What follows belongs to an exercise in optimizing a design on an open flow for small area and a short achievable clock period; a production flow would make more cautious choices.
Only simulation tests tie the RTL to the original design; equivalence was not proved.
Power is estimated from default activity; no workload was simulated.

==> design.v <==
`timescale 1ns / 1ps
module g_inv(input a, output y);
	assign y = ~a;
endmodule
module g_nand2(input a, b, output y);
	assign y = ~(a & b);
endmodule
module g_nor2(input a, b, output y);
	assign y = ~(a | b);
endmodule
module g_xor2(input a, b, output y);
	assign y = a ^ b;
endmodule
module g_xnor2(input a, b, output y);
	assign y = ~(a ^ b);
endmodule
module g_aoi21(input a1, a2, b1, output y);
	assign y = ~((a1 & a2) | b1);
endmodule
module g_oai21(input a1, a2, b1, output y);
	assign y = ~((a1 | a2) & b1);
endmodule
module g_nmaj3(input a, b, c, output y);
	assign y = ~((a & b) | (c & (a | b)));
endmodule
module g_mux2i(input a0, a1, s, output y);
	assign y = ~(s ? a1 : a0);
endmodule
module g_maj3nn(input an, bn, c, output y);
	assign y = (~an & ~bn) | (c & (~an | ~bn));
endmodule
module g_or3(input a, b, c, output y);
	assign y = a | b | c;
endmodule
module g_fsel(input a, b, c, d, e, output y);
	assign y = (a & b) | (c & d) | e;
endmodule
module g_fsel5(input a, b, c, d, e, g, h, output y);
	assign y = (a & b) | (c & d) | e | g | h;
endmodule
module g_a222oi(input a1, a2, b1, b2, c1, c2, output y);
	assign y = ~((a1 & a2) | (b1 & b2) | (c1 & c2));
endmodule
module g_a22oi(input a1, a2, b1, b2, output y);
	assign y = ~((a1 & a2) | (b1 & b2));
endmodule
module g_nand4(input a, b, c, d, output y);
	assign y = ~(a & b & c & d);
endmodule
module g_nand3(input a, b, c, output y);
	assign y = ~(a & b & c);
endmodule
module g_nor3(input a, b, c, output y);
	assign y = ~(a | b | c);
endmodule
module rdbit(input [31:0] d, input [31:0] s, output yn);
	wire [10:0] t;
	genvar k;
	generate for (k = 0; k < 10; k = k + 1) begin : g
		g_a222oi u(.a1(d[3*k]), .a2(s[3*k]), .b1(d[3*k+1]), .b2(s[3*k+1]), .c1(d[3*k+2]), .c2(s[3*k+2]), .y(t[k]));
	end endgenerate
	g_a22oi u10(.a1(d[30]), .a2(s[30]), .b1(d[31]), .b2(s[31]), .y(t[10]));
	wire n0, n1, n2;
	g_nand4 v0(.a(t[0]), .b(t[1]), .c(t[2]), .d(t[3]), .y(n0));
	g_nand4 v1(.a(t[4]), .b(t[5]), .c(t[6]), .d(t[7]), .y(n1));
	g_nand3 v2(.a(t[8]), .b(t[9]), .c(t[10]), .y(n2));
	g_nor3 w(.a(n0), .b(n1), .c(n2), .y(yn));
endmodule
module rdbit2(input [31:0] d, input [31:0] s, output yn, output y);
	wire [10:0] t;
	genvar k;
	generate for (k = 0; k < 10; k = k + 1) begin : g
		g_a222oi u(.a1(d[3*k]), .a2(s[3*k]), .b1(d[3*k+1]), .b2(s[3*k+1]), .c1(d[3*k+2]), .c2(s[3*k+2]), .y(t[k]));
	end endgenerate
	g_a22oi u10(.a1(d[30]), .a2(s[30]), .b1(d[31]), .b2(s[31]), .y(t[10]));
	wire n0, n1, n2;
	g_nand4 v0(.a(t[0]), .b(t[1]), .c(t[2]), .d(t[3]), .y(n0));
	g_nand4 v1(.a(t[4]), .b(t[5]), .c(t[6]), .d(t[7]), .y(n1));
	g_nand3 v2(.a(t[8]), .b(t[9]), .c(t[10]), .y(n2));
	g_nor3 w(.a(n0), .b(n1), .c(n2), .y(yn));
	g_or3 x(.a(n0), .b(n1), .c(n2), .y(y));
endmodule
module ksadd(input [31:0] an, input [31:0] bn, input cin, output [31:0] s, output coutn,
	output [31:0] g, output [31:0] p);
	wire g0_0, p0_0;
	g_maj3nn ug0_0(.an(an[0]), .bn(bn[0]), .c(cin), .y(g0_0));
	g_nor2 ugx_0(.a(an[0]), .b(bn[0]), .y(g[0]));
	g_xor2 up0_0(.a(an[0]), .b(bn[0]), .y(p0_0));
	assign p[0] = p0_0;
	wire g0_1, p0_1;
	g_nor2 ug0_1(.a(an[1]), .b(bn[1]), .y(g0_1));
	assign g[1] = g0_1;
	g_xor2 up0_1(.a(an[1]), .b(bn[1]), .y(p0_1));
	assign p[1] = p0_1;
	wire g0_2, p0_2;
	g_nor2 ug0_2(.a(an[2]), .b(bn[2]), .y(g0_2));
	assign g[2] = g0_2;
	g_xor2 up0_2(.a(an[2]), .b(bn[2]), .y(p0_2));
	assign p[2] = p0_2;
	wire g0_3, p0_3;
	g_nor2 ug0_3(.a(an[3]), .b(bn[3]), .y(g0_3));
	assign g[3] = g0_3;
	g_xor2 up0_3(.a(an[3]), .b(bn[3]), .y(p0_3));
	assign p[3] = p0_3;
	wire g0_4, p0_4;
	g_nor2 ug0_4(.a(an[4]), .b(bn[4]), .y(g0_4));
	assign g[4] = g0_4;
	g_xor2 up0_4(.a(an[4]), .b(bn[4]), .y(p0_4));
	assign p[4] = p0_4;
	wire g0_5, p0_5;
	g_nor2 ug0_5(.a(an[5]), .b(bn[5]), .y(g0_5));
	assign g[5] = g0_5;
	g_xor2 up0_5(.a(an[5]), .b(bn[5]), .y(p0_5));
	assign p[5] = p0_5;
	wire g0_6, p0_6;
	g_nor2 ug0_6(.a(an[6]), .b(bn[6]), .y(g0_6));
	assign g[6] = g0_6;
	g_xor2 up0_6(.a(an[6]), .b(bn[6]), .y(p0_6));
	assign p[6] = p0_6;
	wire g0_7, p0_7;
	g_nor2 ug0_7(.a(an[7]), .b(bn[7]), .y(g0_7));
	assign g[7] = g0_7;
	g_xor2 up0_7(.a(an[7]), .b(bn[7]), .y(p0_7));
	assign p[7] = p0_7;
	wire g0_8, p0_8;
	g_nor2 ug0_8(.a(an[8]), .b(bn[8]), .y(g0_8));
	assign g[8] = g0_8;
	g_xor2 up0_8(.a(an[8]), .b(bn[8]), .y(p0_8));
	assign p[8] = p0_8;
	wire g0_9, p0_9;
	g_nor2 ug0_9(.a(an[9]), .b(bn[9]), .y(g0_9));
	assign g[9] = g0_9;
	g_xor2 up0_9(.a(an[9]), .b(bn[9]), .y(p0_9));
	assign p[9] = p0_9;
	wire g0_10, p0_10;
	g_nor2 ug0_10(.a(an[10]), .b(bn[10]), .y(g0_10));
	assign g[10] = g0_10;
	g_xor2 up0_10(.a(an[10]), .b(bn[10]), .y(p0_10));
	assign p[10] = p0_10;
	wire g0_11, p0_11;
	g_nor2 ug0_11(.a(an[11]), .b(bn[11]), .y(g0_11));
	assign g[11] = g0_11;
	g_xor2 up0_11(.a(an[11]), .b(bn[11]), .y(p0_11));
	assign p[11] = p0_11;
	wire g0_12, p0_12;
	g_nor2 ug0_12(.a(an[12]), .b(bn[12]), .y(g0_12));
	assign g[12] = g0_12;
	g_xor2 up0_12(.a(an[12]), .b(bn[12]), .y(p0_12));
	assign p[12] = p0_12;
	wire g0_13, p0_13;
	g_nor2 ug0_13(.a(an[13]), .b(bn[13]), .y(g0_13));
	assign g[13] = g0_13;
	g_xor2 up0_13(.a(an[13]), .b(bn[13]), .y(p0_13));
	assign p[13] = p0_13;
	wire g0_14, p0_14;
	g_nor2 ug0_14(.a(an[14]), .b(bn[14]), .y(g0_14));
	assign g[14] = g0_14;
	g_xor2 up0_14(.a(an[14]), .b(bn[14]), .y(p0_14));
	assign p[14] = p0_14;
	wire g0_15, p0_15;
	g_nor2 ug0_15(.a(an[15]), .b(bn[15]), .y(g0_15));
	assign g[15] = g0_15;
	g_xor2 up0_15(.a(an[15]), .b(bn[15]), .y(p0_15));
	assign p[15] = p0_15;
	wire g0_16, p0_16;
	g_nor2 ug0_16(.a(an[16]), .b(bn[16]), .y(g0_16));
	assign g[16] = g0_16;
	g_xor2 up0_16(.a(an[16]), .b(bn[16]), .y(p0_16));
	assign p[16] = p0_16;
	wire g0_17, p0_17;
	g_nor2 ug0_17(.a(an[17]), .b(bn[17]), .y(g0_17));
	assign g[17] = g0_17;
	g_xor2 up0_17(.a(an[17]), .b(bn[17]), .y(p0_17));
	assign p[17] = p0_17;
	wire g0_18, p0_18;
	g_nor2 ug0_18(.a(an[18]), .b(bn[18]), .y(g0_18));
	assign g[18] = g0_18;
	g_xor2 up0_18(.a(an[18]), .b(bn[18]), .y(p0_18));
	assign p[18] = p0_18;
	wire g0_19, p0_19;
	g_nor2 ug0_19(.a(an[19]), .b(bn[19]), .y(g0_19));
	assign g[19] = g0_19;
	g_xor2 up0_19(.a(an[19]), .b(bn[19]), .y(p0_19));
	assign p[19] = p0_19;
	wire g0_20, p0_20;
	g_nor2 ug0_20(.a(an[20]), .b(bn[20]), .y(g0_20));
	assign g[20] = g0_20;
	g_xor2 up0_20(.a(an[20]), .b(bn[20]), .y(p0_20));
	assign p[20] = p0_20;
	wire g0_21, p0_21;
	g_nor2 ug0_21(.a(an[21]), .b(bn[21]), .y(g0_21));
	assign g[21] = g0_21;
	g_xor2 up0_21(.a(an[21]), .b(bn[21]), .y(p0_21));
	assign p[21] = p0_21;
	wire g0_22, p0_22;
	g_nor2 ug0_22(.a(an[22]), .b(bn[22]), .y(g0_22));
	assign g[22] = g0_22;
	g_xor2 up0_22(.a(an[22]), .b(bn[22]), .y(p0_22));
	assign p[22] = p0_22;
	wire g0_23, p0_23;
	g_nor2 ug0_23(.a(an[23]), .b(bn[23]), .y(g0_23));
	assign g[23] = g0_23;
	g_xor2 up0_23(.a(an[23]), .b(bn[23]), .y(p0_23));
	assign p[23] = p0_23;
	wire g0_24, p0_24;
	g_nor2 ug0_24(.a(an[24]), .b(bn[24]), .y(g0_24));
	assign g[24] = g0_24;
	g_xor2 up0_24(.a(an[24]), .b(bn[24]), .y(p0_24));
	assign p[24] = p0_24;
	wire g0_25, p0_25;
	g_nor2 ug0_25(.a(an[25]), .b(bn[25]), .y(g0_25));
	assign g[25] = g0_25;
	g_xor2 up0_25(.a(an[25]), .b(bn[25]), .y(p0_25));
	assign p[25] = p0_25;
	wire g0_26, p0_26;
	g_nor2 ug0_26(.a(an[26]), .b(bn[26]), .y(g0_26));
	assign g[26] = g0_26;
	g_xor2 up0_26(.a(an[26]), .b(bn[26]), .y(p0_26));
	assign p[26] = p0_26;
	wire g0_27, p0_27;
	g_nor2 ug0_27(.a(an[27]), .b(bn[27]), .y(g0_27));
	assign g[27] = g0_27;
	g_xor2 up0_27(.a(an[27]), .b(bn[27]), .y(p0_27));
	assign p[27] = p0_27;
	wire g0_28, p0_28;
	g_nor2 ug0_28(.a(an[28]), .b(bn[28]), .y(g0_28));
	assign g[28] = g0_28;
	g_xor2 up0_28(.a(an[28]), .b(bn[28]), .y(p0_28));
	assign p[28] = p0_28;
	wire g0_29, p0_29;
	g_nor2 ug0_29(.a(an[29]), .b(bn[29]), .y(g0_29));
	assign g[29] = g0_29;
	g_xor2 up0_29(.a(an[29]), .b(bn[29]), .y(p0_29));
	assign p[29] = p0_29;
	wire g0_30, p0_30;
	g_nor2 ug0_30(.a(an[30]), .b(bn[30]), .y(g0_30));
	assign g[30] = g0_30;
	g_xor2 up0_30(.a(an[30]), .b(bn[30]), .y(p0_30));
	assign p[30] = p0_30;
	wire g0_31, p0_31;
	g_nor2 ug0_31(.a(an[31]), .b(bn[31]), .y(g0_31));
	assign g[31] = g0_31;
	g_xor2 up0_31(.a(an[31]), .b(bn[31]), .y(p0_31));
	assign p[31] = p0_31;
	wire g1_1;
	g_aoi21 ug1_1(.a1(p0_1), .a2(g0_0), .b1(g0_1), .y(g1_1));
	wire g1_2;
	g_aoi21 ug1_2(.a1(p0_2), .a2(g0_1), .b1(g0_2), .y(g1_2));
	wire p1_2;
	g_nand2 up1_2(.a(p0_2), .b(p0_1), .y(p1_2));
	wire g1_3;
	g_aoi21 ug1_3(.a1(p0_3), .a2(g0_2), .b1(g0_3), .y(g1_3));
	wire p1_3;
	g_nand2 up1_3(.a(p0_3), .b(p0_2), .y(p1_3));
	wire g1_4;
	g_aoi21 ug1_4(.a1(p0_4), .a2(g0_3), .b1(g0_4), .y(g1_4));
	wire p1_4;
	g_nand2 up1_4(.a(p0_4), .b(p0_3), .y(p1_4));
	wire g1_5;
	g_aoi21 ug1_5(.a1(p0_5), .a2(g0_4), .b1(g0_5), .y(g1_5));
	wire p1_5;
	g_nand2 up1_5(.a(p0_5), .b(p0_4), .y(p1_5));
	wire g1_6;
	g_aoi21 ug1_6(.a1(p0_6), .a2(g0_5), .b1(g0_6), .y(g1_6));
	wire p1_6;
	g_nand2 up1_6(.a(p0_6), .b(p0_5), .y(p1_6));
	wire g1_7;
	g_aoi21 ug1_7(.a1(p0_7), .a2(g0_6), .b1(g0_7), .y(g1_7));
	wire p1_7;
	g_nand2 up1_7(.a(p0_7), .b(p0_6), .y(p1_7));
	wire g1_8;
	g_aoi21 ug1_8(.a1(p0_8), .a2(g0_7), .b1(g0_8), .y(g1_8));
	wire p1_8;
	g_nand2 up1_8(.a(p0_8), .b(p0_7), .y(p1_8));
	wire g1_9;
	g_aoi21 ug1_9(.a1(p0_9), .a2(g0_8), .b1(g0_9), .y(g1_9));
	wire p1_9;
	g_nand2 up1_9(.a(p0_9), .b(p0_8), .y(p1_9));
	wire g1_10;
	g_aoi21 ug1_10(.a1(p0_10), .a2(g0_9), .b1(g0_10), .y(g1_10));
	wire p1_10;
	g_nand2 up1_10(.a(p0_10), .b(p0_9), .y(p1_10));
	wire g1_11;
	g_aoi21 ug1_11(.a1(p0_11), .a2(g0_10), .b1(g0_11), .y(g1_11));
	wire p1_11;
	g_nand2 up1_11(.a(p0_11), .b(p0_10), .y(p1_11));
	wire g1_12;
	g_aoi21 ug1_12(.a1(p0_12), .a2(g0_11), .b1(g0_12), .y(g1_12));
	wire p1_12;
	g_nand2 up1_12(.a(p0_12), .b(p0_11), .y(p1_12));
	wire g1_13;
	g_aoi21 ug1_13(.a1(p0_13), .a2(g0_12), .b1(g0_13), .y(g1_13));
	wire p1_13;
	g_nand2 up1_13(.a(p0_13), .b(p0_12), .y(p1_13));
	wire g1_14;
	g_aoi21 ug1_14(.a1(p0_14), .a2(g0_13), .b1(g0_14), .y(g1_14));
	wire p1_14;
	g_nand2 up1_14(.a(p0_14), .b(p0_13), .y(p1_14));
	wire g1_15;
	g_aoi21 ug1_15(.a1(p0_15), .a2(g0_14), .b1(g0_15), .y(g1_15));
	wire p1_15;
	g_nand2 up1_15(.a(p0_15), .b(p0_14), .y(p1_15));
	wire g1_16;
	g_aoi21 ug1_16(.a1(p0_16), .a2(g0_15), .b1(g0_16), .y(g1_16));
	wire p1_16;
	g_nand2 up1_16(.a(p0_16), .b(p0_15), .y(p1_16));
	wire g1_17;
	g_aoi21 ug1_17(.a1(p0_17), .a2(g0_16), .b1(g0_17), .y(g1_17));
	wire p1_17;
	g_nand2 up1_17(.a(p0_17), .b(p0_16), .y(p1_17));
	wire g1_18;
	g_aoi21 ug1_18(.a1(p0_18), .a2(g0_17), .b1(g0_18), .y(g1_18));
	wire p1_18;
	g_nand2 up1_18(.a(p0_18), .b(p0_17), .y(p1_18));
	wire g1_19;
	g_aoi21 ug1_19(.a1(p0_19), .a2(g0_18), .b1(g0_19), .y(g1_19));
	wire p1_19;
	g_nand2 up1_19(.a(p0_19), .b(p0_18), .y(p1_19));
	wire g1_20;
	g_aoi21 ug1_20(.a1(p0_20), .a2(g0_19), .b1(g0_20), .y(g1_20));
	wire p1_20;
	g_nand2 up1_20(.a(p0_20), .b(p0_19), .y(p1_20));
	wire g1_21;
	g_aoi21 ug1_21(.a1(p0_21), .a2(g0_20), .b1(g0_21), .y(g1_21));
	wire p1_21;
	g_nand2 up1_21(.a(p0_21), .b(p0_20), .y(p1_21));
	wire g1_22;
	g_aoi21 ug1_22(.a1(p0_22), .a2(g0_21), .b1(g0_22), .y(g1_22));
	wire p1_22;
	g_nand2 up1_22(.a(p0_22), .b(p0_21), .y(p1_22));
	wire g1_23;
	g_aoi21 ug1_23(.a1(p0_23), .a2(g0_22), .b1(g0_23), .y(g1_23));
	wire p1_23;
	g_nand2 up1_23(.a(p0_23), .b(p0_22), .y(p1_23));
	wire g1_24;
	g_aoi21 ug1_24(.a1(p0_24), .a2(g0_23), .b1(g0_24), .y(g1_24));
	wire p1_24;
	g_nand2 up1_24(.a(p0_24), .b(p0_23), .y(p1_24));
	wire g1_25;
	g_aoi21 ug1_25(.a1(p0_25), .a2(g0_24), .b1(g0_25), .y(g1_25));
	wire p1_25;
	g_nand2 up1_25(.a(p0_25), .b(p0_24), .y(p1_25));
	wire g1_26;
	g_aoi21 ug1_26(.a1(p0_26), .a2(g0_25), .b1(g0_26), .y(g1_26));
	wire p1_26;
	g_nand2 up1_26(.a(p0_26), .b(p0_25), .y(p1_26));
	wire g1_27;
	g_aoi21 ug1_27(.a1(p0_27), .a2(g0_26), .b1(g0_27), .y(g1_27));
	wire p1_27;
	g_nand2 up1_27(.a(p0_27), .b(p0_26), .y(p1_27));
	wire g1_28;
	g_aoi21 ug1_28(.a1(p0_28), .a2(g0_27), .b1(g0_28), .y(g1_28));
	wire p1_28;
	g_nand2 up1_28(.a(p0_28), .b(p0_27), .y(p1_28));
	wire g1_29;
	g_aoi21 ug1_29(.a1(p0_29), .a2(g0_28), .b1(g0_29), .y(g1_29));
	wire p1_29;
	g_nand2 up1_29(.a(p0_29), .b(p0_28), .y(p1_29));
	wire g1_30;
	g_aoi21 ug1_30(.a1(p0_30), .a2(g0_29), .b1(g0_30), .y(g1_30));
	wire p1_30;
	g_nand2 up1_30(.a(p0_30), .b(p0_29), .y(p1_30));
	wire g1_31;
	g_aoi21 ug1_31(.a1(p0_31), .a2(g0_30), .b1(g0_31), .y(g1_31));
	wire p1_31;
	g_nand2 up1_31(.a(p0_31), .b(p0_30), .y(p1_31));
	wire gi_0;
	g_inv ugi_0(.a(g0_0), .y(gi_0));
	wire g2_2;
	g_oai21 ug2_2(.a1(p1_2), .a2(gi_0), .b1(g1_2), .y(g2_2));
	wire g2_3;
	g_oai21 ug2_3(.a1(p1_3), .a2(g1_1), .b1(g1_3), .y(g2_3));
	wire g2_4;
	g_oai21 ug2_4(.a1(p1_4), .a2(g1_2), .b1(g1_4), .y(g2_4));
	wire p2_4;
	g_nor2 up2_4(.a(p1_4), .b(p1_2), .y(p2_4));
	wire g2_5;
	g_oai21 ug2_5(.a1(p1_5), .a2(g1_3), .b1(g1_5), .y(g2_5));
	wire p2_5;
	g_nor2 up2_5(.a(p1_5), .b(p1_3), .y(p2_5));
	wire g2_6;
	g_oai21 ug2_6(.a1(p1_6), .a2(g1_4), .b1(g1_6), .y(g2_6));
	wire p2_6;
	g_nor2 up2_6(.a(p1_6), .b(p1_4), .y(p2_6));
	wire g2_7;
	g_oai21 ug2_7(.a1(p1_7), .a2(g1_5), .b1(g1_7), .y(g2_7));
	wire p2_7;
	g_nor2 up2_7(.a(p1_7), .b(p1_5), .y(p2_7));
	wire g2_8;
	g_oai21 ug2_8(.a1(p1_8), .a2(g1_6), .b1(g1_8), .y(g2_8));
	wire p2_8;
	g_nor2 up2_8(.a(p1_8), .b(p1_6), .y(p2_8));
	wire g2_9;
	g_oai21 ug2_9(.a1(p1_9), .a2(g1_7), .b1(g1_9), .y(g2_9));
	wire p2_9;
	g_nor2 up2_9(.a(p1_9), .b(p1_7), .y(p2_9));
	wire g2_10;
	g_oai21 ug2_10(.a1(p1_10), .a2(g1_8), .b1(g1_10), .y(g2_10));
	wire p2_10;
	g_nor2 up2_10(.a(p1_10), .b(p1_8), .y(p2_10));
	wire g2_11;
	g_oai21 ug2_11(.a1(p1_11), .a2(g1_9), .b1(g1_11), .y(g2_11));
	wire p2_11;
	g_nor2 up2_11(.a(p1_11), .b(p1_9), .y(p2_11));
	wire g2_12;
	g_oai21 ug2_12(.a1(p1_12), .a2(g1_10), .b1(g1_12), .y(g2_12));
	wire p2_12;
	g_nor2 up2_12(.a(p1_12), .b(p1_10), .y(p2_12));
	wire g2_13;
	g_oai21 ug2_13(.a1(p1_13), .a2(g1_11), .b1(g1_13), .y(g2_13));
	wire p2_13;
	g_nor2 up2_13(.a(p1_13), .b(p1_11), .y(p2_13));
	wire g2_14;
	g_oai21 ug2_14(.a1(p1_14), .a2(g1_12), .b1(g1_14), .y(g2_14));
	wire p2_14;
	g_nor2 up2_14(.a(p1_14), .b(p1_12), .y(p2_14));
	wire g2_15;
	g_oai21 ug2_15(.a1(p1_15), .a2(g1_13), .b1(g1_15), .y(g2_15));
	wire p2_15;
	g_nor2 up2_15(.a(p1_15), .b(p1_13), .y(p2_15));
	wire g2_16;
	g_oai21 ug2_16(.a1(p1_16), .a2(g1_14), .b1(g1_16), .y(g2_16));
	wire p2_16;
	g_nor2 up2_16(.a(p1_16), .b(p1_14), .y(p2_16));
	wire g2_17;
	g_oai21 ug2_17(.a1(p1_17), .a2(g1_15), .b1(g1_17), .y(g2_17));
	wire p2_17;
	g_nor2 up2_17(.a(p1_17), .b(p1_15), .y(p2_17));
	wire g2_18;
	g_oai21 ug2_18(.a1(p1_18), .a2(g1_16), .b1(g1_18), .y(g2_18));
	wire p2_18;
	g_nor2 up2_18(.a(p1_18), .b(p1_16), .y(p2_18));
	wire g2_19;
	g_oai21 ug2_19(.a1(p1_19), .a2(g1_17), .b1(g1_19), .y(g2_19));
	wire p2_19;
	g_nor2 up2_19(.a(p1_19), .b(p1_17), .y(p2_19));
	wire g2_20;
	g_oai21 ug2_20(.a1(p1_20), .a2(g1_18), .b1(g1_20), .y(g2_20));
	wire p2_20;
	g_nor2 up2_20(.a(p1_20), .b(p1_18), .y(p2_20));
	wire g2_21;
	g_oai21 ug2_21(.a1(p1_21), .a2(g1_19), .b1(g1_21), .y(g2_21));
	wire p2_21;
	g_nor2 up2_21(.a(p1_21), .b(p1_19), .y(p2_21));
	wire g2_22;
	g_oai21 ug2_22(.a1(p1_22), .a2(g1_20), .b1(g1_22), .y(g2_22));
	wire p2_22;
	g_nor2 up2_22(.a(p1_22), .b(p1_20), .y(p2_22));
	wire g2_23;
	g_oai21 ug2_23(.a1(p1_23), .a2(g1_21), .b1(g1_23), .y(g2_23));
	wire p2_23;
	g_nor2 up2_23(.a(p1_23), .b(p1_21), .y(p2_23));
	wire g2_24;
	g_oai21 ug2_24(.a1(p1_24), .a2(g1_22), .b1(g1_24), .y(g2_24));
	wire p2_24;
	g_nor2 up2_24(.a(p1_24), .b(p1_22), .y(p2_24));
	wire g2_25;
	g_oai21 ug2_25(.a1(p1_25), .a2(g1_23), .b1(g1_25), .y(g2_25));
	wire p2_25;
	g_nor2 up2_25(.a(p1_25), .b(p1_23), .y(p2_25));
	wire g2_26;
	g_oai21 ug2_26(.a1(p1_26), .a2(g1_24), .b1(g1_26), .y(g2_26));
	wire p2_26;
	g_nor2 up2_26(.a(p1_26), .b(p1_24), .y(p2_26));
	wire g2_27;
	g_oai21 ug2_27(.a1(p1_27), .a2(g1_25), .b1(g1_27), .y(g2_27));
	wire p2_27;
	g_nor2 up2_27(.a(p1_27), .b(p1_25), .y(p2_27));
	wire g2_28;
	g_oai21 ug2_28(.a1(p1_28), .a2(g1_26), .b1(g1_28), .y(g2_28));
	wire p2_28;
	g_nor2 up2_28(.a(p1_28), .b(p1_26), .y(p2_28));
	wire g2_29;
	g_oai21 ug2_29(.a1(p1_29), .a2(g1_27), .b1(g1_29), .y(g2_29));
	wire p2_29;
	g_nor2 up2_29(.a(p1_29), .b(p1_27), .y(p2_29));
	wire g2_30;
	g_oai21 ug2_30(.a1(p1_30), .a2(g1_28), .b1(g1_30), .y(g2_30));
	wire p2_30;
	g_nor2 up2_30(.a(p1_30), .b(p1_28), .y(p2_30));
	wire g2_31;
	g_oai21 ug2_31(.a1(p1_31), .a2(g1_29), .b1(g1_31), .y(g2_31));
	wire p2_31;
	g_nor2 up2_31(.a(p1_31), .b(p1_29), .y(p2_31));
	wire g3_4;
	g_aoi21 ug3_4(.a1(p2_4), .a2(g0_0), .b1(g2_4), .y(g3_4));
	wire gi_1;
	g_inv ugi_1(.a(g1_1), .y(gi_1));
	wire g3_5;
	g_aoi21 ug3_5(.a1(p2_5), .a2(gi_1), .b1(g2_5), .y(g3_5));
	wire g3_6;
	g_aoi21 ug3_6(.a1(p2_6), .a2(g2_2), .b1(g2_6), .y(g3_6));
	wire g3_7;
	g_aoi21 ug3_7(.a1(p2_7), .a2(g2_3), .b1(g2_7), .y(g3_7));
	wire g3_8;
	g_aoi21 ug3_8(.a1(p2_8), .a2(g2_4), .b1(g2_8), .y(g3_8));
	wire p3_8;
	g_nand2 up3_8(.a(p2_8), .b(p2_4), .y(p3_8));
	wire g3_9;
	g_aoi21 ug3_9(.a1(p2_9), .a2(g2_5), .b1(g2_9), .y(g3_9));
	wire p3_9;
	g_nand2 up3_9(.a(p2_9), .b(p2_5), .y(p3_9));
	wire g3_10;
	g_aoi21 ug3_10(.a1(p2_10), .a2(g2_6), .b1(g2_10), .y(g3_10));
	wire p3_10;
	g_nand2 up3_10(.a(p2_10), .b(p2_6), .y(p3_10));
	wire g3_11;
	g_aoi21 ug3_11(.a1(p2_11), .a2(g2_7), .b1(g2_11), .y(g3_11));
	wire p3_11;
	g_nand2 up3_11(.a(p2_11), .b(p2_7), .y(p3_11));
	wire g3_12;
	g_aoi21 ug3_12(.a1(p2_12), .a2(g2_8), .b1(g2_12), .y(g3_12));
	wire p3_12;
	g_nand2 up3_12(.a(p2_12), .b(p2_8), .y(p3_12));
	wire g3_13;
	g_aoi21 ug3_13(.a1(p2_13), .a2(g2_9), .b1(g2_13), .y(g3_13));
	wire p3_13;
	g_nand2 up3_13(.a(p2_13), .b(p2_9), .y(p3_13));
	wire g3_14;
	g_aoi21 ug3_14(.a1(p2_14), .a2(g2_10), .b1(g2_14), .y(g3_14));
	wire p3_14;
	g_nand2 up3_14(.a(p2_14), .b(p2_10), .y(p3_14));
	wire g3_15;
	g_aoi21 ug3_15(.a1(p2_15), .a2(g2_11), .b1(g2_15), .y(g3_15));
	wire p3_15;
	g_nand2 up3_15(.a(p2_15), .b(p2_11), .y(p3_15));
	wire g3_16;
	g_aoi21 ug3_16(.a1(p2_16), .a2(g2_12), .b1(g2_16), .y(g3_16));
	wire p3_16;
	g_nand2 up3_16(.a(p2_16), .b(p2_12), .y(p3_16));
	wire g3_17;
	g_aoi21 ug3_17(.a1(p2_17), .a2(g2_13), .b1(g2_17), .y(g3_17));
	wire p3_17;
	g_nand2 up3_17(.a(p2_17), .b(p2_13), .y(p3_17));
	wire g3_18;
	g_aoi21 ug3_18(.a1(p2_18), .a2(g2_14), .b1(g2_18), .y(g3_18));
	wire p3_18;
	g_nand2 up3_18(.a(p2_18), .b(p2_14), .y(p3_18));
	wire g3_19;
	g_aoi21 ug3_19(.a1(p2_19), .a2(g2_15), .b1(g2_19), .y(g3_19));
	wire p3_19;
	g_nand2 up3_19(.a(p2_19), .b(p2_15), .y(p3_19));
	wire g3_20;
	g_aoi21 ug3_20(.a1(p2_20), .a2(g2_16), .b1(g2_20), .y(g3_20));
	wire p3_20;
	g_nand2 up3_20(.a(p2_20), .b(p2_16), .y(p3_20));
	wire g3_21;
	g_aoi21 ug3_21(.a1(p2_21), .a2(g2_17), .b1(g2_21), .y(g3_21));
	wire p3_21;
	g_nand2 up3_21(.a(p2_21), .b(p2_17), .y(p3_21));
	wire g3_22;
	g_aoi21 ug3_22(.a1(p2_22), .a2(g2_18), .b1(g2_22), .y(g3_22));
	wire p3_22;
	g_nand2 up3_22(.a(p2_22), .b(p2_18), .y(p3_22));
	wire g3_23;
	g_aoi21 ug3_23(.a1(p2_23), .a2(g2_19), .b1(g2_23), .y(g3_23));
	wire p3_23;
	g_nand2 up3_23(.a(p2_23), .b(p2_19), .y(p3_23));
	wire g3_24;
	g_aoi21 ug3_24(.a1(p2_24), .a2(g2_20), .b1(g2_24), .y(g3_24));
	wire p3_24;
	g_nand2 up3_24(.a(p2_24), .b(p2_20), .y(p3_24));
	wire g3_25;
	g_aoi21 ug3_25(.a1(p2_25), .a2(g2_21), .b1(g2_25), .y(g3_25));
	wire p3_25;
	g_nand2 up3_25(.a(p2_25), .b(p2_21), .y(p3_25));
	wire g3_26;
	g_aoi21 ug3_26(.a1(p2_26), .a2(g2_22), .b1(g2_26), .y(g3_26));
	wire p3_26;
	g_nand2 up3_26(.a(p2_26), .b(p2_22), .y(p3_26));
	wire g3_27;
	g_aoi21 ug3_27(.a1(p2_27), .a2(g2_23), .b1(g2_27), .y(g3_27));
	wire p3_27;
	g_nand2 up3_27(.a(p2_27), .b(p2_23), .y(p3_27));
	wire g3_28;
	g_aoi21 ug3_28(.a1(p2_28), .a2(g2_24), .b1(g2_28), .y(g3_28));
	wire p3_28;
	g_nand2 up3_28(.a(p2_28), .b(p2_24), .y(p3_28));
	wire g3_29;
	g_aoi21 ug3_29(.a1(p2_29), .a2(g2_25), .b1(g2_29), .y(g3_29));
	wire p3_29;
	g_nand2 up3_29(.a(p2_29), .b(p2_25), .y(p3_29));
	wire g3_30;
	g_aoi21 ug3_30(.a1(p2_30), .a2(g2_26), .b1(g2_30), .y(g3_30));
	wire p3_30;
	g_nand2 up3_30(.a(p2_30), .b(p2_26), .y(p3_30));
	wire g3_31;
	g_aoi21 ug3_31(.a1(p2_31), .a2(g2_27), .b1(g2_31), .y(g3_31));
	wire p3_31;
	g_nand2 up3_31(.a(p2_31), .b(p2_27), .y(p3_31));
	wire g4_8;
	g_oai21 ug4_8(.a1(p3_8), .a2(gi_0), .b1(g3_8), .y(g4_8));
	wire g4_9;
	g_oai21 ug4_9(.a1(p3_9), .a2(g1_1), .b1(g3_9), .y(g4_9));
	wire gi_2;
	g_inv ugi_2(.a(g2_2), .y(gi_2));
	wire g4_10;
	g_oai21 ug4_10(.a1(p3_10), .a2(gi_2), .b1(g3_10), .y(g4_10));
	wire gi_3;
	g_inv ugi_3(.a(g2_3), .y(gi_3));
	wire g4_11;
	g_oai21 ug4_11(.a1(p3_11), .a2(gi_3), .b1(g3_11), .y(g4_11));
	wire g4_12;
	g_oai21 ug4_12(.a1(p3_12), .a2(g3_4), .b1(g3_12), .y(g4_12));
	wire g4_13;
	g_oai21 ug4_13(.a1(p3_13), .a2(g3_5), .b1(g3_13), .y(g4_13));
	wire g4_14;
	g_oai21 ug4_14(.a1(p3_14), .a2(g3_6), .b1(g3_14), .y(g4_14));
	wire g4_15;
	g_oai21 ug4_15(.a1(p3_15), .a2(g3_7), .b1(g3_15), .y(g4_15));
	wire g4_16;
	g_oai21 ug4_16(.a1(p3_16), .a2(g3_8), .b1(g3_16), .y(g4_16));
	wire p4_16;
	g_nor2 up4_16(.a(p3_16), .b(p3_8), .y(p4_16));
	wire g4_17;
	g_oai21 ug4_17(.a1(p3_17), .a2(g3_9), .b1(g3_17), .y(g4_17));
	wire p4_17;
	g_nor2 up4_17(.a(p3_17), .b(p3_9), .y(p4_17));
	wire g4_18;
	g_oai21 ug4_18(.a1(p3_18), .a2(g3_10), .b1(g3_18), .y(g4_18));
	wire p4_18;
	g_nor2 up4_18(.a(p3_18), .b(p3_10), .y(p4_18));
	wire g4_19;
	g_oai21 ug4_19(.a1(p3_19), .a2(g3_11), .b1(g3_19), .y(g4_19));
	wire p4_19;
	g_nor2 up4_19(.a(p3_19), .b(p3_11), .y(p4_19));
	wire g4_20;
	g_oai21 ug4_20(.a1(p3_20), .a2(g3_12), .b1(g3_20), .y(g4_20));
	wire p4_20;
	g_nor2 up4_20(.a(p3_20), .b(p3_12), .y(p4_20));
	wire g4_21;
	g_oai21 ug4_21(.a1(p3_21), .a2(g3_13), .b1(g3_21), .y(g4_21));
	wire p4_21;
	g_nor2 up4_21(.a(p3_21), .b(p3_13), .y(p4_21));
	wire g4_22;
	g_oai21 ug4_22(.a1(p3_22), .a2(g3_14), .b1(g3_22), .y(g4_22));
	wire p4_22;
	g_nor2 up4_22(.a(p3_22), .b(p3_14), .y(p4_22));
	wire g4_23;
	g_oai21 ug4_23(.a1(p3_23), .a2(g3_15), .b1(g3_23), .y(g4_23));
	wire p4_23;
	g_nor2 up4_23(.a(p3_23), .b(p3_15), .y(p4_23));
	wire g4_24;
	g_oai21 ug4_24(.a1(p3_24), .a2(g3_16), .b1(g3_24), .y(g4_24));
	wire p4_24;
	g_nor2 up4_24(.a(p3_24), .b(p3_16), .y(p4_24));
	wire g4_25;
	g_oai21 ug4_25(.a1(p3_25), .a2(g3_17), .b1(g3_25), .y(g4_25));
	wire p4_25;
	g_nor2 up4_25(.a(p3_25), .b(p3_17), .y(p4_25));
	wire g4_26;
	g_oai21 ug4_26(.a1(p3_26), .a2(g3_18), .b1(g3_26), .y(g4_26));
	wire p4_26;
	g_nor2 up4_26(.a(p3_26), .b(p3_18), .y(p4_26));
	wire g4_27;
	g_oai21 ug4_27(.a1(p3_27), .a2(g3_19), .b1(g3_27), .y(g4_27));
	wire p4_27;
	g_nor2 up4_27(.a(p3_27), .b(p3_19), .y(p4_27));
	wire g4_28;
	g_oai21 ug4_28(.a1(p3_28), .a2(g3_20), .b1(g3_28), .y(g4_28));
	wire p4_28;
	g_nor2 up4_28(.a(p3_28), .b(p3_20), .y(p4_28));
	wire g4_29;
	g_oai21 ug4_29(.a1(p3_29), .a2(g3_21), .b1(g3_29), .y(g4_29));
	wire p4_29;
	g_nor2 up4_29(.a(p3_29), .b(p3_21), .y(p4_29));
	wire g4_30;
	g_oai21 ug4_30(.a1(p3_30), .a2(g3_22), .b1(g3_30), .y(g4_30));
	wire p4_30;
	g_nor2 up4_30(.a(p3_30), .b(p3_22), .y(p4_30));
	wire g4_31;
	g_oai21 ug4_31(.a1(p3_31), .a2(g3_23), .b1(g3_31), .y(g4_31));
	wire p4_31;
	g_nor2 up4_31(.a(p3_31), .b(p3_23), .y(p4_31));
	wire g5_16;
	g_aoi21 ug5_16(.a1(p4_16), .a2(g0_0), .b1(g4_16), .y(g5_16));
	wire g5_17;
	g_aoi21 ug5_17(.a1(p4_17), .a2(gi_1), .b1(g4_17), .y(g5_17));
	wire g5_18;
	g_aoi21 ug5_18(.a1(p4_18), .a2(g2_2), .b1(g4_18), .y(g5_18));
	wire g5_19;
	g_aoi21 ug5_19(.a1(p4_19), .a2(g2_3), .b1(g4_19), .y(g5_19));
	wire gi_4;
	g_inv ugi_4(.a(g3_4), .y(gi_4));
	wire g5_20;
	g_aoi21 ug5_20(.a1(p4_20), .a2(gi_4), .b1(g4_20), .y(g5_20));
	wire gi_5;
	g_inv ugi_5(.a(g3_5), .y(gi_5));
	wire g5_21;
	g_aoi21 ug5_21(.a1(p4_21), .a2(gi_5), .b1(g4_21), .y(g5_21));
	wire gi_6;
	g_inv ugi_6(.a(g3_6), .y(gi_6));
	wire g5_22;
	g_aoi21 ug5_22(.a1(p4_22), .a2(gi_6), .b1(g4_22), .y(g5_22));
	wire gi_7;
	g_inv ugi_7(.a(g3_7), .y(gi_7));
	wire g5_23;
	g_aoi21 ug5_23(.a1(p4_23), .a2(gi_7), .b1(g4_23), .y(g5_23));
	wire g5_24;
	g_aoi21 ug5_24(.a1(p4_24), .a2(g4_8), .b1(g4_24), .y(g5_24));
	wire g5_25;
	g_aoi21 ug5_25(.a1(p4_25), .a2(g4_9), .b1(g4_25), .y(g5_25));
	wire g5_26;
	g_aoi21 ug5_26(.a1(p4_26), .a2(g4_10), .b1(g4_26), .y(g5_26));
	wire g5_27;
	g_aoi21 ug5_27(.a1(p4_27), .a2(g4_11), .b1(g4_27), .y(g5_27));
	wire g5_28;
	g_aoi21 ug5_28(.a1(p4_28), .a2(g4_12), .b1(g4_28), .y(g5_28));
	wire g5_29;
	g_aoi21 ug5_29(.a1(p4_29), .a2(g4_13), .b1(g4_29), .y(g5_29));
	wire g5_30;
	g_aoi21 ug5_30(.a1(p4_30), .a2(g4_14), .b1(g4_30), .y(g5_30));
	wire g5_31;
	g_aoi21 ug5_31(.a1(p4_31), .a2(g4_15), .b1(g4_31), .y(g5_31));
	g_xor2 us0(.a(p0_0), .b(cin), .y(s[0]));
	g_xor2 us1(.a(p0_1), .b(g0_0), .y(s[1]));
	g_xnor2 us2(.a(p0_2), .b(g1_1), .y(s[2]));
	g_xor2 us3(.a(p0_3), .b(g2_2), .y(s[3]));
	g_xor2 us4(.a(p0_4), .b(g2_3), .y(s[4]));
	g_xnor2 us5(.a(p0_5), .b(g3_4), .y(s[5]));
	g_xnor2 us6(.a(p0_6), .b(g3_5), .y(s[6]));
	g_xnor2 us7(.a(p0_7), .b(g3_6), .y(s[7]));
	g_xnor2 us8(.a(p0_8), .b(g3_7), .y(s[8]));
	g_xor2 us9(.a(p0_9), .b(g4_8), .y(s[9]));
	g_xor2 us10(.a(p0_10), .b(g4_9), .y(s[10]));
	g_xor2 us11(.a(p0_11), .b(g4_10), .y(s[11]));
	g_xor2 us12(.a(p0_12), .b(g4_11), .y(s[12]));
	g_xor2 us13(.a(p0_13), .b(g4_12), .y(s[13]));
	g_xor2 us14(.a(p0_14), .b(g4_13), .y(s[14]));
	g_xor2 us15(.a(p0_15), .b(g4_14), .y(s[15]));
	g_xor2 us16(.a(p0_16), .b(g4_15), .y(s[16]));
	g_xnor2 us17(.a(p0_17), .b(g5_16), .y(s[17]));
	g_xnor2 us18(.a(p0_18), .b(g5_17), .y(s[18]));
	g_xnor2 us19(.a(p0_19), .b(g5_18), .y(s[19]));
	g_xnor2 us20(.a(p0_20), .b(g5_19), .y(s[20]));
	g_xnor2 us21(.a(p0_21), .b(g5_20), .y(s[21]));
	g_xnor2 us22(.a(p0_22), .b(g5_21), .y(s[22]));
	g_xnor2 us23(.a(p0_23), .b(g5_22), .y(s[23]));
	g_xnor2 us24(.a(p0_24), .b(g5_23), .y(s[24]));
	g_xnor2 us25(.a(p0_25), .b(g5_24), .y(s[25]));
	g_xnor2 us26(.a(p0_26), .b(g5_25), .y(s[26]));
	g_xnor2 us27(.a(p0_27), .b(g5_26), .y(s[27]));
	g_xnor2 us28(.a(p0_28), .b(g5_27), .y(s[28]));
	g_xnor2 us29(.a(p0_29), .b(g5_28), .y(s[29]));
	g_xnor2 us30(.a(p0_30), .b(g5_29), .y(s[30]));
	g_xnor2 us31(.a(p0_31), .b(g5_30), .y(s[31]));
	assign coutn = g5_31;
endmodule
module shl32(input [31:0] bn, input [4:0] s, input [4:0] sn, output [31:0] y);
	wire [31:0] l0, l1, l2, l3;
	genvar i;
	generate for (i = 0; i < 32; i = i + 1) begin : st
		if (i >= 1) begin : a0
			g_mux2i m(.a0(bn[i-1]), .a1(bn[i]), .s(sn[0]), .y(l0[i]));
		end else begin : z0
			g_nor2 m(.a(bn[i]), .b(s[0]), .y(l0[i]));
		end
		if (i >= 2) begin : a1
			g_mux2i m(.a0(l0[i-2]), .a1(l0[i]), .s(sn[1]), .y(l1[i]));
		end else begin : z1
			g_nand2 m(.a(l0[i]), .b(sn[1]), .y(l1[i]));
		end
		if (i >= 4) begin : a2
			g_mux2i m(.a0(l1[i-4]), .a1(l1[i]), .s(sn[2]), .y(l2[i]));
		end else begin : z2
			g_nor2 m(.a(l1[i]), .b(s[2]), .y(l2[i]));
		end
		if (i >= 8) begin : a3
			g_mux2i m(.a0(l2[i-8]), .a1(l2[i]), .s(sn[3]), .y(l3[i]));
		end else begin : z3
			g_nand2 m(.a(l2[i]), .b(sn[3]), .y(l3[i]));
		end
		if (i >= 16) begin : a4
			g_mux2i m(.a0(l3[i-16]), .a1(l3[i]), .s(sn[4]), .y(y[i]));
		end else begin : z4
			g_nor2 m(.a(l3[i]), .b(s[4]), .y(y[i]));
		end
	end endgenerate
endmodule
module cpu(clk, rst, display, f, imem_addr, imem_data, dmem_addr, dmem_we, dmem_wdata, dmem_rdata);
	input clk, rst;
	input [3:0] display;
	output [31:0] f;
	output [5:0] imem_addr;
	input [31:0] imem_data;
	output [5:0] dmem_addr;
	output dmem_we;
	output [31:0] dmem_wdata;
	input [31:0] dmem_rdata;
	reg [31:0] PC;
	reg [1023:0] rf;
	reg [31:0] valid;
	wire [31:0] I = imem_data;
	wire [5:0] opcode = I[31:26];
	wire [4:0] rs = I[25:21];
	wire [4:0] rt = I[20:16];
	wire [4:0] rd = I[15:11];
	wire [5:0] func = I[5:0];
	wire [15:0] imm = I[15:0];
	wire op_r    = opcode == 6'b000000;
	wire op_j    = opcode == 6'b000010;
	wire op_jal  = opcode == 6'b000011;
	wire op_addi = opcode == 6'b001000;
	wire op_andi = opcode == 6'b001100;
	wire op_xori = opcode == 6'b001110;
	wire op_sltiu= opcode == 6'b001011;
	wire op_lw   = opcode == 6'b100011;
	wire op_sw   = opcode == 6'b101011;
	wire op_beq  = opcode == 6'b000100;
	wire op_bne  = opcode == 6'b000101;
	wire f_sub  = op_r & (func == 6'b100010);
	wire f_and  = op_r & (func == 6'b100100);
	wire f_or   = op_r & (func == 6'b100101);
	wire f_xor  = op_r & (func == 6'b100110);
	wire f_nor  = op_r & (func == 6'b100111);
	wire f_sltu = op_r & (func == 6'b101011);
	wire f_sllv = op_r & (func == 6'b000100);
	wire f_jr   = op_r & (func == 6'b001000);
	wire use_imm = op_addi | op_andi | op_xori | op_sltiu | op_lw | op_sw;
	wire sext    = op_addi | op_lw | op_sw;
	wire alu_and = f_and | op_andi;
	wire alu_or  = f_or;
	wire alu_xor = f_xor | op_xori;
	wire alu_nor = f_nor;
	wire alu_slt = f_sltu | op_sltiu;
	wire alu_sll = f_sllv;
	wire alu_sub = f_sub | op_beq | op_bne;
	wire alu_log = alu_and | alu_or | alu_xor | alu_nor;
	wire alu_ari = ~(alu_log | alu_slt | alu_sll);
	wire do_sub  = alu_sub | alu_slt;
	wire write_reg = ~(f_jr | op_j | op_sw | op_beq | op_bne);
	wire wr_rt     = op_addi | op_andi | op_xori | op_sltiu | op_lw;
	wire [4:0] W_Addr = op_jal ? 5'b11111 : (wr_rt ? rt : rd);
	wire [31:0] selA = valid & (32'b1 << rs);
	wire [31:0] selB = valid & (32'b1 << rt);
	wire [31:0] An, RBn, RB;
	wire [31:0] A = ~An;
	genvar gb, gr;
	generate for (gb = 0; gb < 32; gb = gb + 1) begin : rb
		wire [31:0] col;
		for (gr = 0; gr < 32; gr = gr + 1) begin : c
			assign col[gr] = rf[gr*32 + gb];
		end
		rdbit ua(.d(col), .s(selA), .yn(An[gb]));
		rdbit2 ub(.d(col), .s(selB), .yn(RBn[gb]), .y(RB[gb]));
	end endgenerate
	integer i;
	wire [31:0] imm_ext = {{16{sext & imm[15]}}, imm};
	wire [31:0] immx = imm_ext ^ {32{do_sub}};
	wire s_bimm = use_imm;
	wire s_badd = ~use_imm & ~do_sub;
	wire s_bsub = ~use_imm & do_sub;
	wire [31:0] Bxn;
	generate for (gb = 0; gb < 32; gb = gb + 1) begin : bx
		g_a222oi u(.a1(s_bimm), .a2(immx[gb]), .b1(s_badd), .b2(RB[gb]), .c1(s_bsub), .c2(RBn[gb]), .y(Bxn[gb]));
	end endgenerate
	wire [31:0] Bx = ~Bxn;
	wire [31:0] S, g, p;
	wire coutn;
	ksadd adder(.an(An), .bn(Bxn), .cin(do_sub), .s(S), .coutn(coutn), .g(g), .p(p));
	wire lt = coutn;
	wire [31:0] shl_raw;
	shl32 shifter(.bn(Bxn), .s(A[4:0]), .sn(An[4:0]), .y(shl_raw));
	wire big = |A[31:5];
	wire [31:0] shl = big ? 32'b0 : shl_raw;
	wire [31:0] AorB = g | p;
	wire [31:0] L = ({32{alu_and}} & g)
	              | ({32{alu_or}}  & AorB)
	              | ({32{alu_xor}} & p)
	              | ({32{alu_nor}} & ~AorB);
	wire [31:0] F = ({32{alu_ari}} & S)
	              | ({32{alu_slt}} & {31'b0, lt})
	              | ({32{alu_sll}} & shl)
	              | L;
	wire z_add = ~|(p ^ {AorB[30:0], 1'b0});
	wire z_sub = &p;
	wire z_sll = (|A[31:5]) | ~|(Bx & (32'hffffffff >> A[4:0]));
	wire [16:0] icl;
	wire [14:0] ich;
	assign icl[0] = 1'b1;
	assign ich[0] = 1'b1;
	genvar gk;
	generate for (gk = 0; gk < 16; gk = gk + 1) begin : incl
		assign icl[gk+1] = icl[gk] & PC[gk+2];
	end
	for (gk = 0; gk < 14; gk = gk + 1) begin : inch
		assign ich[gk+1] = ich[gk] & PC[gk+18];
	end endgenerate
	wire [13:0] PChi1 = PC[31:18] ^ ich[13:0];
	wire [31:0] PC4 = {icl[16] ? PChi1 : PC[31:18], PC[17:2] ^ icl[15:0], PC[1:0]};
	wire [17:0] brl = {1'b0, PC[17:2], 1'b1} + {1'b0, imm, 1'b1};
	wire [31:0] BR = {brl[17] ? PChi1 : PC[31:18], brl[16:1], PC[1:0]};
	wire take_br = (op_beq & z_sub) | (op_bne & ~z_sub);
	always @(posedge clk or posedge rst) begin
		if (rst) PC <= 32'b0;
		else if (f_jr) PC <= A;
		else if (op_j | op_jal) PC <= {PC4[31:28], I[25:0], 2'b00};
		else if (take_br) PC <= BR;
		else PC <= PC4;
	end
	wire [31:0] W_Data = op_jal ? PC4 : (op_lw ? dmem_rdata : F);
	wire [31:0] wsel = {32{write_reg}} & (32'b1 << W_Addr);
	always @(posedge clk or posedge rst) begin
		if (rst) valid <= 32'b0;
		else valid <= valid | wsel;
	end
	always @(posedge clk) begin
		for (i = 0; i < 32; i = i + 1)
			if (wsel[i]) rf[i*32 +: 32] <= W_Data;
	end
	assign imem_addr = PC[7:2];
	assign dmem_addr = F[7:2];
	assign dmem_we = op_sw;
	assign dmem_wdata = RB;
	wire d_pc = display == 4'b1000;
	wire d_fl = display == 4'b0100;
	wire d_rd = display == 4'b0010;
	wire d_f  = display == 4'b0001;
	wire s_ari = d_f & alu_ari;
	wire s_sll = d_f & alu_sll;
	wire s_slt = d_f & alu_slt;
	wire s_of  = d_fl & alu_ari;
	wire s_zsub = d_fl & alu_sub;
	wire s_zadd = d_fl & alu_ari & ~alu_sub;
	wire s_zslt = d_fl & alu_slt;
	wire s_zsll = d_fl & alu_sll;
	wire s_zlog = d_fl & alu_log;
	wire [31:0] f_early = ({32{d_pc}} & PC) | ({32{d_rd}} & dmem_rdata) | ({32{d_f}} & L);
	wire s_sllx = s_sll & ~big;
	wire f0_slt = s_slt & lt;
	wire f0_of  = s_of & (A[31] ~^ Bx[31]) & (S[31] ^ A[31]);
	wire f1_a = (z_sub & s_zsub) | (z_add & s_zadd);
	wire f1_b = (~lt & s_zslt) | (z_sll & s_zsll) | (~|L & s_zlog);
	g_fsel5 uf0(.a(s_ari), .b(S[0]), .c(s_sllx), .d(shl_raw[0]), .e(f_early[0]), .g(f0_slt), .h(f0_of), .y(f[0]));
	g_fsel5 uf1(.a(s_ari), .b(S[1]), .c(s_sllx), .d(shl_raw[1]), .e(f_early[1]), .g(f1_a), .h(f1_b), .y(f[1]));
	generate for (gb = 2; gb < 32; gb = gb + 1) begin : fo
		g_fsel u(.a(s_ari), .b(S[gb]), .c(s_sllx), .d(shl_raw[gb]), .e(f_early[gb]), .y(f[gb]));
	end endgenerate
endmodule
==> flow/run.sh <==
#!/bin/bash
# Layout flow: the standard ORFS flow (standard.sh: standard synthesis, floorplan, place,
# CTS, route, finish), unchanged except that buffer_ports buffers the ports with plain
# buffers (sky130 buf_1, which the resizer may size up later) instead of the delay buffers
# (clkdlybuf4s50_1) it picks on its own. Every port still gets its buffer.
# make's output goes to standard_flow.log; ORFS keeps each step's full log under orfs/logs/.
set -euo pipefail
export BUFFER_PORTS_ARGS="-buffer_cell sky130_fd_sc_hd__buf_1"
bash standard.sh finish > standard_flow.log 2>&1
==> standard.sh <==
#!/bin/bash
# synth_recipe.tcl (not shown) runs the flow's synth.tcl, then flattens the netlist and writes it again
# the make line also repeats each setting of config.mk as NAME=value (left out here)
make -C /OpenROAD-flow-scripts/flow DESIGN_CONFIG=/design/flow/config.mk WORK_HOME=/design/flow/orfs CLKGATE_MAP_FILE= SYNTH_SCRIPT=/design/flow/synth_recipe.tcl "${@:-finish}"
==> config.mk <==
export PLATFORM = sky130hd
export DESIGN_NAME = cpu
export DESIGN_NICKNAME = cpu
export VERILOG_FILES = /design/flow/design.v
export SDC_FILE = /design/flow/constraint.sdc
export NUM_CORES = 4
export LEC_CHECK = 0
export CAP_MARGIN = 10
export CORE_MARGIN = 2
export CORE_UTILIZATION = 55
export CTS_BUF_LIST = sky130_fd_sc_hd__clkbuf_8
export CTS_CLUSTER_DIAMETER = 50
export CTS_CLUSTER_SIZE = 16
export PLACE_DENSITY = 0.65
export SETUP_SLACK_MARGIN = 2.0
export SLEW_MARGIN = 10
export SYNTH_HIERARCHICAL = 1
==> constraint.sdc <==
create_clock -name core_clock -period 12.0 [get_ports {clk}]
set_input_delay 2.4000 -clock core_clock [delete_from_list [all_inputs] [get_ports {clk}]]
set_output_delay 2.4000 -clock core_clock [all_outputs]
set_load 0.01 [all_outputs]
==> results_dict.tcl <==
set metrics [dict create \
    status "complete, but fails checks" \
    failed_checks "antenna rules" \
    drv_cap 0 \
    synth_commonest_cells "1024 x edfxtp_1, 686 x a222oi_1, 238 x nor2_1" \
    power.static_leakage_nw 20.9 \
    worstPathArrival_ns 7.83 \
    reg2reg_to "rf[80]" \
    routedWlPerCell_um 43.0 \
    cts_buffer_depth 3 \
    path_class "in2out" \
    r2r_slack_ns 5.08 \
    setup-tns-final_ns 0 \
    row_count 114 \
    r2r_start "valid[9]" \
    ctsRootBufferMaster "clkbuf_8" \
    highest_layer "met5" \
    yosysTopAreaCell "edfxtp_1" \
    drc 0 \
    synthArstFlopShare 0.0588 \
    antenna_left 1 \
    via_count 46813 \
    clkTransAtPathRegs_ns 0.09 \
    synth_area_leaders "edfxtp_1 57%, a222oi_1 13%, dfrtp_1 3.0%, mux2i_1 3.0%, nand4_1 1.8%" \
    gp_congestion 1.09 \
    start_util 0.554 \
    core_area_um2 96600 \
    relSlewSlack 0.159 \
    finalNetCount 4463 \
    r2r_cells 13 \
    powerDensity_nw_per_um2 202 \
    whs_endpoint "valid[10]" \
    yosysMostFrequentCell "edfxtp_1" \
    tightest_slew_ns 1.26 \
    cts.sinks 1088 \
    hold_buffers 0 \
    placed_area_um2 57600 \
    rsz0062_at_grt "yes" \
    syn_to_final_growth_pct 14.0 \
    path_cells "buf_2 -> nor2b_2 -> buf_4 -> and3_1 -> buf_4 -> a222oi_1 -> nand4_1 -> nor3_2 -> nand4_1 -> nor4_1 -> nand2_1 -> nor3_2 -> buf_4 -> a221o_1 -> buf_1" \
    crit_family "simple AND/OR/NAND/NOR gates" \
    dr.pass1.iters 14 \
    first_iter_violations 12373 \
    drive_above_1_share 0.215 \
    dp.final_hpwl_um 171000 \
    viasPerCell 8.19 \
    syn-cell-area_um2 53500 \
    end_kind "output port" \
    m1WireLength_um 83200 \
    hold_path_class "reg2reg" \
    io_buffers 146 \
    wl_met2_um 102000 \
    skew_ns 0.0785 \
    design_area_um2 61000 \
    fin_total_pwr_mw 12.3 \
    grt_max_degree 65 \
    wirelength_um 245000 \
    worstPathMaxFanout 32 \
    ys_seq_area_frac 0.604 \
    cp_slowest_stage_delay_ns 0.88 \
    irDropWorstVdd_uv 165 \
    yosysWarnings 7 \
    fin_hold_ws_ns 0.477 \
    maxSlewViolCount 0 \
    syn_inst 3876 \
    syn_avg_cell_area_um2 13.8 \
    holdPathStages 1 \
    grt_pass1_vias 42527 \
    syn_nets 3990 \
    io_pins 147 \
    critPathMostFrequentCell "buf_4" \
    cp_num_buf_inv 5 \
    dieArea_um2 99800 \
    hold_violations 0 \
    hp-start "valid[10]" \
    grt.overflow.total 0 \
    synth-edff-count 1024 \
    dp_cells 5442 \
    required_ns 9.60 \
    grt.total_usage 0.479 \
    fmax_mhz 97.7 \
    critPathLaunchType "input port" \
    cts_made_buffers 100 \
    htreeDepth 3 \
    insertion_delay_ns 0.85 \
    yosysTopAreaCellShare 0.574 \
    synth.distinct_cells 88 \
    crit_path_top_delay_cell "nor3_2" \
    cts_tree "yes" \
    synth-seq-cells 1088 \
    stdcell_count 5714 \
    grt_pass1_wl_um 331000 \
    grt_antenna_before_repair 16 \
    fp.dieW_um 316 \
    final-setup-viol-count 0 \
    synth_ff_type "edfxtp_1" \
    period_needed_ns 10.23 \
    post-route-period-util 0.853 \
    met3_wirelength_um 42000 \
    die_h_um 316 \
]
==> cell families (layout without fill, tap and decap cells) <==
kind of cell / count (synthesis) / after routing / share of synthesized area
compound gates: 1347 / 1347 / 0.221
xor+xnor: 110 / 110 / 0.0180
fa+ha+maj: 46 / 46 / 0.0108
buf+inv: 203 / 750 / 0.0210
flops: 1088 / 1088 / 0.604
mux: 164 / 164 / 0.0308
other cells: 0 / 14 / 0
simple gates: 918 / 919 / 0.0942
==> per-module statistics from Yosys, one instance, submodules excluded, excerpt <==
module | copies in the design | cells inside | flip-flops and latches
cpu | 1 | 2259 | 1088
g_nand2 | 64 | 1 | 0
g_nor3 | 64 | 1 | 0
g_oai21 | 54 | 1 | 0
g_aoi21 | 75 | 1 | 0
g_inv | 8 | 1 | 0
g_mux2i | 129 | 1 | 0
g_xnor2 | 20 | 1 | 0
g_nor2 | 97 | 1 | 0
g_fsel5 | 2 | 3 | 0
g_a22oi | 64 | 1 | 0
g_nand3 | 64 | 1 | 0
g_a222oi | 672 | 1 | 0
g_maj3nn | 1 | 3 | 0
g_xor2 | 44 | 1 | 0
==> cell usage in the layout, fill, tap and decap left out, drive strengths merged, types with 42 or more instances in the layout <==
cell,synthesis,final
edfxtp,1024,1024
a222oi,686,686
buf,99,517
nor2,238,239
a21oi,162,162
o21ai,161,161
mux2i,160,160
nand4,154,154
nand2,129,129
a22oi,108,108
clkbuf,52,106
nand3,98,98
nor3,86,86
xor2,77,77
and3,77,77
inv,51,74
dfrtp,64,64
ha,43,43
clkinv,1,42
==> flip-flops by register name, summed over array words and instances, names as in the netlist <==
register	flops
PC	32
rf	1024
valid	32
==> through the flow <==
stage,worst slack [ns],utilization
global placement,0.892,0.596
floorplan,2.27,-
CTS,1.99,0.625
finish,1.77,0.632
global route,1.93,0.632
detailed placement,0.928,0.596
==> how the worst max path moves through the flow <==
stage                  startpoint  endpoint  depth (start not counted)
floorplan           imem_data[30]      f[0]                         19
global placement    imem_data[26]      f[1]                         21
detailed placement  imem_data[26]      f[1]                         21
CTS                 imem_data[19]      f[1]                         18
global route        imem_data[19]      f[0]                         22
finish              imem_data[23]     f[21]                         15
==> final cells by class <==
class	instances	area [um^2]
antenna	14	35.0
clock buffer	102	1400
clock inverter	75	666
fill	7427	35500
inverter	52	195
multi-input combinational	2586	21100
sequential	1088	32400
tap	1276	1600
timing repair buffer	521	3670
==> timing repair <==
item / CTS / global route
gates cloned: 1 / 1
buffers inserted: 45 / 34
pin swaps: 46 / 47
resized for setup: 99 / 69
endpoints found under the setup margin: 37 / 37
==> metal layers <==
metal  track usage  vias up
met5        0.0123        -
met4         0.273       16
met3         0.196      809
met2         0.679     4612
met1         0.620    23124
li1              -    18252
==> power by group <==
group	leakage, nW	switching, mW	internal [mW]
clock network	1.07	1.38	0.934
registers	9.96	0.204	5.22
logic	9.83	3.41	1.19
total	20.9	5.00	7.35

[afterwards: timing with drivers on the ports]
No port has a modelled driver above. Below, the same layout with a new extraction and two added sets of constraints. Step 1 assumes that a clkbuf_16 drives the clock port and a buf_2 every other input. Step 2 also shifts input and output timing later by t, the mid clock arrival at the registers, as if the neighbouring blocks saw the same clock. Slacks: ideal / step 1 / step 2; pairs: ideal / step 1.
t, ns: 0.873
slack for setup (ns): 1.766 / 1.673 / 1.673
hold slack, ns: 0.477 / 0.477 / 0.477
worst setup path at the end: input to output
worst slew at a driven data input, ns: 0.23
For this run, drivers alone change the setup slack by -0.093 ns; drivers and shift together by -0.093 ns.
